What follows belongs to an exercise in optimizing a design on an open flow for small area and a short achievable clock period; a production flow would make more cautious choices.
At most, simulation tests tie the RTL to the original design; equivalence was not proved.
Power figures rest on the tool's default switching activity, not on a simulated workload.

==> 07-12: inputs <==
// arbiter_rr
module arbiter_rr #(
    parameter WIDTH = 64
)(
    input               clk,
    input               rst,
    input   [WIDTH-1:0] req,
    output  [WIDTH-1:0] grant
);
==> module arbiter_rr, before the edit <==
module arbiter_rr #(
    parameter WIDTH = 64
)(
    input               clk,
    input               rst,
    input   [WIDTH-1:0] req,
    output  [WIDTH-1:0] grant
);
    reg  [5:0]  ptr;
    wire [63:0] mask = {64{1'b1}} << ptr;    
    wire [63:0] mreq = req & mask;
    reg [63:0] lm, lu;      
    reg [7:0]  am, au;      
    reg [7:0]  gm, gu;      
    integer g, l;
    always @* begin
        for (g = 0; g < 8; g = g + 1) begin
            lm[8*g] = 1'b0; lu[8*g] = 1'b0;
            for (l = 1; l < 8; l = l + 1) begin
                lm[8*g+l] = lm[8*g+l-1] | mreq[8*g+l-1];
                lu[8*g+l] = lu[8*g+l-1] | req[8*g+l-1];
            end
            am[g] = lm[8*g+7] | mreq[8*g+7];
            au[g] = lu[8*g+7] | req[8*g+7];
        end
        gm[0] = 1'b0; gu[0] = 1'b0;
        for (g = 1; g < 8; g = g + 1) begin
            gm[g] = gm[g-1] | am[g-1];
            gu[g] = gu[g-1] | au[g-1];
        end
    end
    wire any_m = gm[7] | am[7];
    genvar i;
    generate for (i = 0; i < 64; i = i + 1) begin : b
        assign grant[i] = mreq[i] & ~(gm[i/8] | lm[i]) | req[i] & ~(any_m | gu[i/8] | lu[i]);
    end endgenerate
    reg [5:0] nxt;
    integer k;
    always @* begin
        nxt = 6'd0;
        for (k = 0; k < 64; k = k + 1)
            if (grant[k]) nxt = nxt | (k + 1);
    end
    always @(posedge clk or negedge rst) begin
        if (!rst)
            ptr <= 6'd0;
        else if (|req)
            ptr <= nxt;
    end
endmodule
export LEC_CHECK = 0
export CAP_MARGIN = 20
export CORE_MARGIN = 2
export CORE_UTILIZATION = 40
export SETUP_SLACK_MARGIN = 0.3
export SLEW_MARGIN = 20
create_clock -name core_clock -period 6.5 [get_ports {clk}]
run.sh (not shown) runs the stock make flow with config.mk's settings and CLKGATE_MAP_FILE= SYNTH_SCRIPT=/design/flow/synth_recipe.tcl, a recipe that flattens the netlist after the stock synthesis.
==> 06-06: changes against 07-12 <==
==> flow/design.v (replaced) <==
module arbiter_rr #(
    parameter WIDTH = 64
)(
    input               clk,
    input               rst,
    input   [WIDTH-1:0] req,
    output  [WIDTH-1:0] grant
);
    reg     [WIDTH-1:0] onehot;
    always @(posedge clk or negedge rst) begin
        if(!rst)
            onehot <= {{(WIDTH-1){1'b0}},1'b1};
        else 
            if(|req)
                onehot <= {grant[WIDTH-2:0],grant[WIDTH-1]};
    end
    wire [2*WIDTH-1:0]  double_req = {req,req};
    wire [2*WIDTH-1:0]  double_grant = double_req & ~(double_req - onehot);
    assign grant = double_grant[WIDTH-1:0] | double_grant[2*WIDTH-1:WIDTH];
endmodule
==> out/results.txt <==
outcome = finished clean
Data buffer area share = 22.5%
WL met1 = 18000 um
critical path depth = 12
Synth cell types = 79
met1 usage = 47.1%
Yosys top cell by area = dfrtp_1
Clock buf/inv share = 2.39%
sequential power share = 12.5%
Post-synth top cells = a21oi_1 (120), nand2_1 (117), inv_1 (98)
multi-input combinational cell count = 1024
global-route wire length before repair = 63800 um
worst path arrival time = 4930 ps
max reg flops = 64
Buffers excl. clock = 329
switch share = 49.3%
crit path buf inv count = 4
Worst-Margin Slew = 912 ps
[end of results for 06-06]
==> out/results.txt <==
outcome = finished clean
switch share = 61.4%
Data buffer area share = 29.4%
Clock buf/inv share = 0.745%
Buffers excl. clock = 174
Synth cell types = 83
met1 usage = 52.2%
Yosys top cell by area = nor2_1
Worst-Margin Slew = 955 ps
max reg flops = 6
Post-synth top cells = nor2_1 (60), nand2_1 (52), nand3_1 (34)
critical path depth = 10
WL met1 = 7980 um
[end of results for 07-12]

==> tundra <==
Another version of the RTL of arbiter_rr (not shown whole).
clock: 6.5 ns
lec_check: 0
cap_margin: 20
core_margin: 2
core_utilization: 55
cts_buf_list: sky130_fd_sc_hd__clkbuf_2
setup_slack_margin: 0.3
slew_margin: 20
synth_hierarchical: 1
synth_minimum_keep_size: 0
standard.sh (not shown) runs the stock make flow with config.mk's settings and CLKGATE_MAP_FILE= SYNTH_SCRIPT=/design/flow/synth_recipe.tcl, a recipe that flattens the netlist after the stock synthesis.
==> flow/flow/run.sh <==
#!/bin/bash
# The standard layout, with three changes: the port buffers are the
# smallest buffer (buf_1) instead of the default; after floorplan every
# logic cell is set to its smallest drive strength (flow/downsize.tcl);
# after placement the cells on the critical paths are sized up again
# (flow/size.tcl).
set -euo pipefail
here=$(pwd)
export BUFFER_PORTS_ARGS="-buffer_cell sky130_fd_sc_hd__buf_1"
export POST_FLOORPLAN_TCL="$here/flow/downsize.tcl"
export POST_RESIZE_TCL="$here/flow/size.tcl"
bash standard.sh > "$here/flow_standard.log" 2>&1
==> flow/flow/downsize.tcl <==
# Hook run after floorplan: set every logic cell to its smallest drive
# strength where that is smaller. Synthesis maps each gate on its own and
# picks stronger cells than the loads need; flow/size.tcl then upsizes
# the cells that timing needs, once the cells are placed.
set db [ord::get_db]
set n 0
foreach inst [[ord::get_db_block] getInsts] {
  set master [$inst getMaster]
  set name [$master getName]
  if {[regexp {^(sky130_fd_sc_hd__[a-z0-9]+)_([0-9]+)$} $name -> base size] && $size > 1} {
    set small [$db findMaster ${base}_1]
    if {$small ne "NULL"
        && [$small getWidth] * [$small getHeight] < [$master getWidth] * [$master getHeight]} {
      $inst swapMaster $small
      incr n
    }
  }
}
puts "downsize: $n cells set to drive strength 1"
==> flow/flow/size.tcl <==
# Hook run after placement and its design repair: give the drivers of the
# high-fanout nets on the request-to-grant paths a stronger cell.
set ::db [ord::get_db]
set ::block [ord::get_db_block]
proc size_driver {net_name size} {
  set net [$::block findNet $net_name]
  if {$net eq "NULL"} { puts "size: no net $net_name"; return }
  foreach iterm [$net getITerms] {
    if {[$iterm isOutputSignal]} {
      set inst [$iterm getInst]
      set name [[$inst getMaster] getName]
      regexp {^(sky130_fd_sc_hd__[a-z0-9]+)_[0-9]+$} $name -> base
      set big [$::db findMaster ${base}_$size]
      if {$big ne "NULL"} {
        $inst swapMaster $big
        puts "size: $net_name driver [$inst getName] $name -> ${base}_$size"
      }
    }
  }
}
foreach g {0 1 2 3 4 5 6 7} {
  size_driver nz$g 4
  size_driver a$g 2
}
size_driver nhap 4
size_driver nanyg 4
size_driver rh1 2
foreach n {h12 h34 h56} { size_driver $n 2 }
foreach n {sp2 sp3 sp4 sp5 sp6 sp7} { size_driver $n 4 }
foreach n {m12 m34 m56} { size_driver $n 2 }
foreach g {0 1 2 3 4 5 6 7} { size_driver eqm$g 2 }
==> raven: changes against tundra <==
--- a/flow/config.mk
+++ b/flow/config.mk
@@ -8,5 +8,5 @@
 export CAP_MARGIN = 20
 export CORE_MARGIN = 2
-export CORE_UTILIZATION = 55
+export CORE_UTILIZATION = 40
 export CTS_BUF_LIST = sky130_fd_sc_hd__clkbuf_2
 export SETUP_SLACK_MARGIN = 0.3
==> notes.md <==
- Of tundra and raven, raven has the higher die area (gap about 26%, measured against raven).
- Of tundra and raven, raven has the higher cell count (gap about 2.2%, measured against raven).
- Sequential power is about the same in raven and tundra.
- Maximum frequency: raven is smaller than tundra (4.0%).
- In count of clock-buffer cells in the layout, tundra and raven do not differ.
==> figures <==
Critical path destination: tundra grant[23]; raven grant[34]
Clk network pwr share: tundra 0.022; raven 0.023
Transition at the pin with the smallest max-transition slack: tundra 0.6710 ns; raven 0.7728 ns
Vias per cell: tundra 7.006; raven 6.777
Final area over synthesized area: tundra 1.0882x; raven 1.0914x
Detailed-placement wirelength estimate: tundra 8.754 mm; raven 9.250 mm
Final cell count without fillers: tundra 543; raven 555
Run status: tundra timing/DRC/antenna clean; raven timing/DRC/antenna clean
Fraction of layout instances using a drive strength above 1: tundra 0.09034; raven 0.08842
Die X-Extent: tundra 74.39 um; raven 86.54 um
Pleak: tundra 1.044 nW; raven 1.039 nW
No run of this note included a check of the RTL's function; only the layout flow was run.

-- afterwards: timing with drivers on the ports --
The results above use ideal ports. As a check the final layouts listed here were re-extracted and re-timed, cells and wires unchanged.
Step 1, drivers: a clkbuf_16 drives clk and a buf_2 each remaining input, both assumed.
Step 2 times the ports against the registers' clock, not the clock port: input delays grow and output delays shrink by t, the midpoint of the rising clock arrivals with the driver on.
Slacks: ideal ports / drivers / drivers and shift; pairs: ideal ports / drivers.
| run | t (ns) | setup WS [ns] | worst hold slack (ns) |
|---|---|---|---|
| 07-12 | 0.251 | 0.356 / 0.328 / 0.328 | 0.806 / 0.806 / 0.806 |
| 06-06 | 0.409 | 0.274 / 0.252 / 0.252 | 0.476 / 0.476 / 0.476 |
| tundra | 0.231 | 1.877 / 1.862 / 1.874 | 0.639 / 0.639 / 0.639 |
| raven | 0.233 | 1.682 / 1.666 / 1.719 | 0.628 / 0.628 / 0.628 |
After both steps every run listed still meets setup and hold. For 07-12, which loses most, drivers alone change the setup slack by -0.028 ns; drivers and shift together by -0.028 ns.
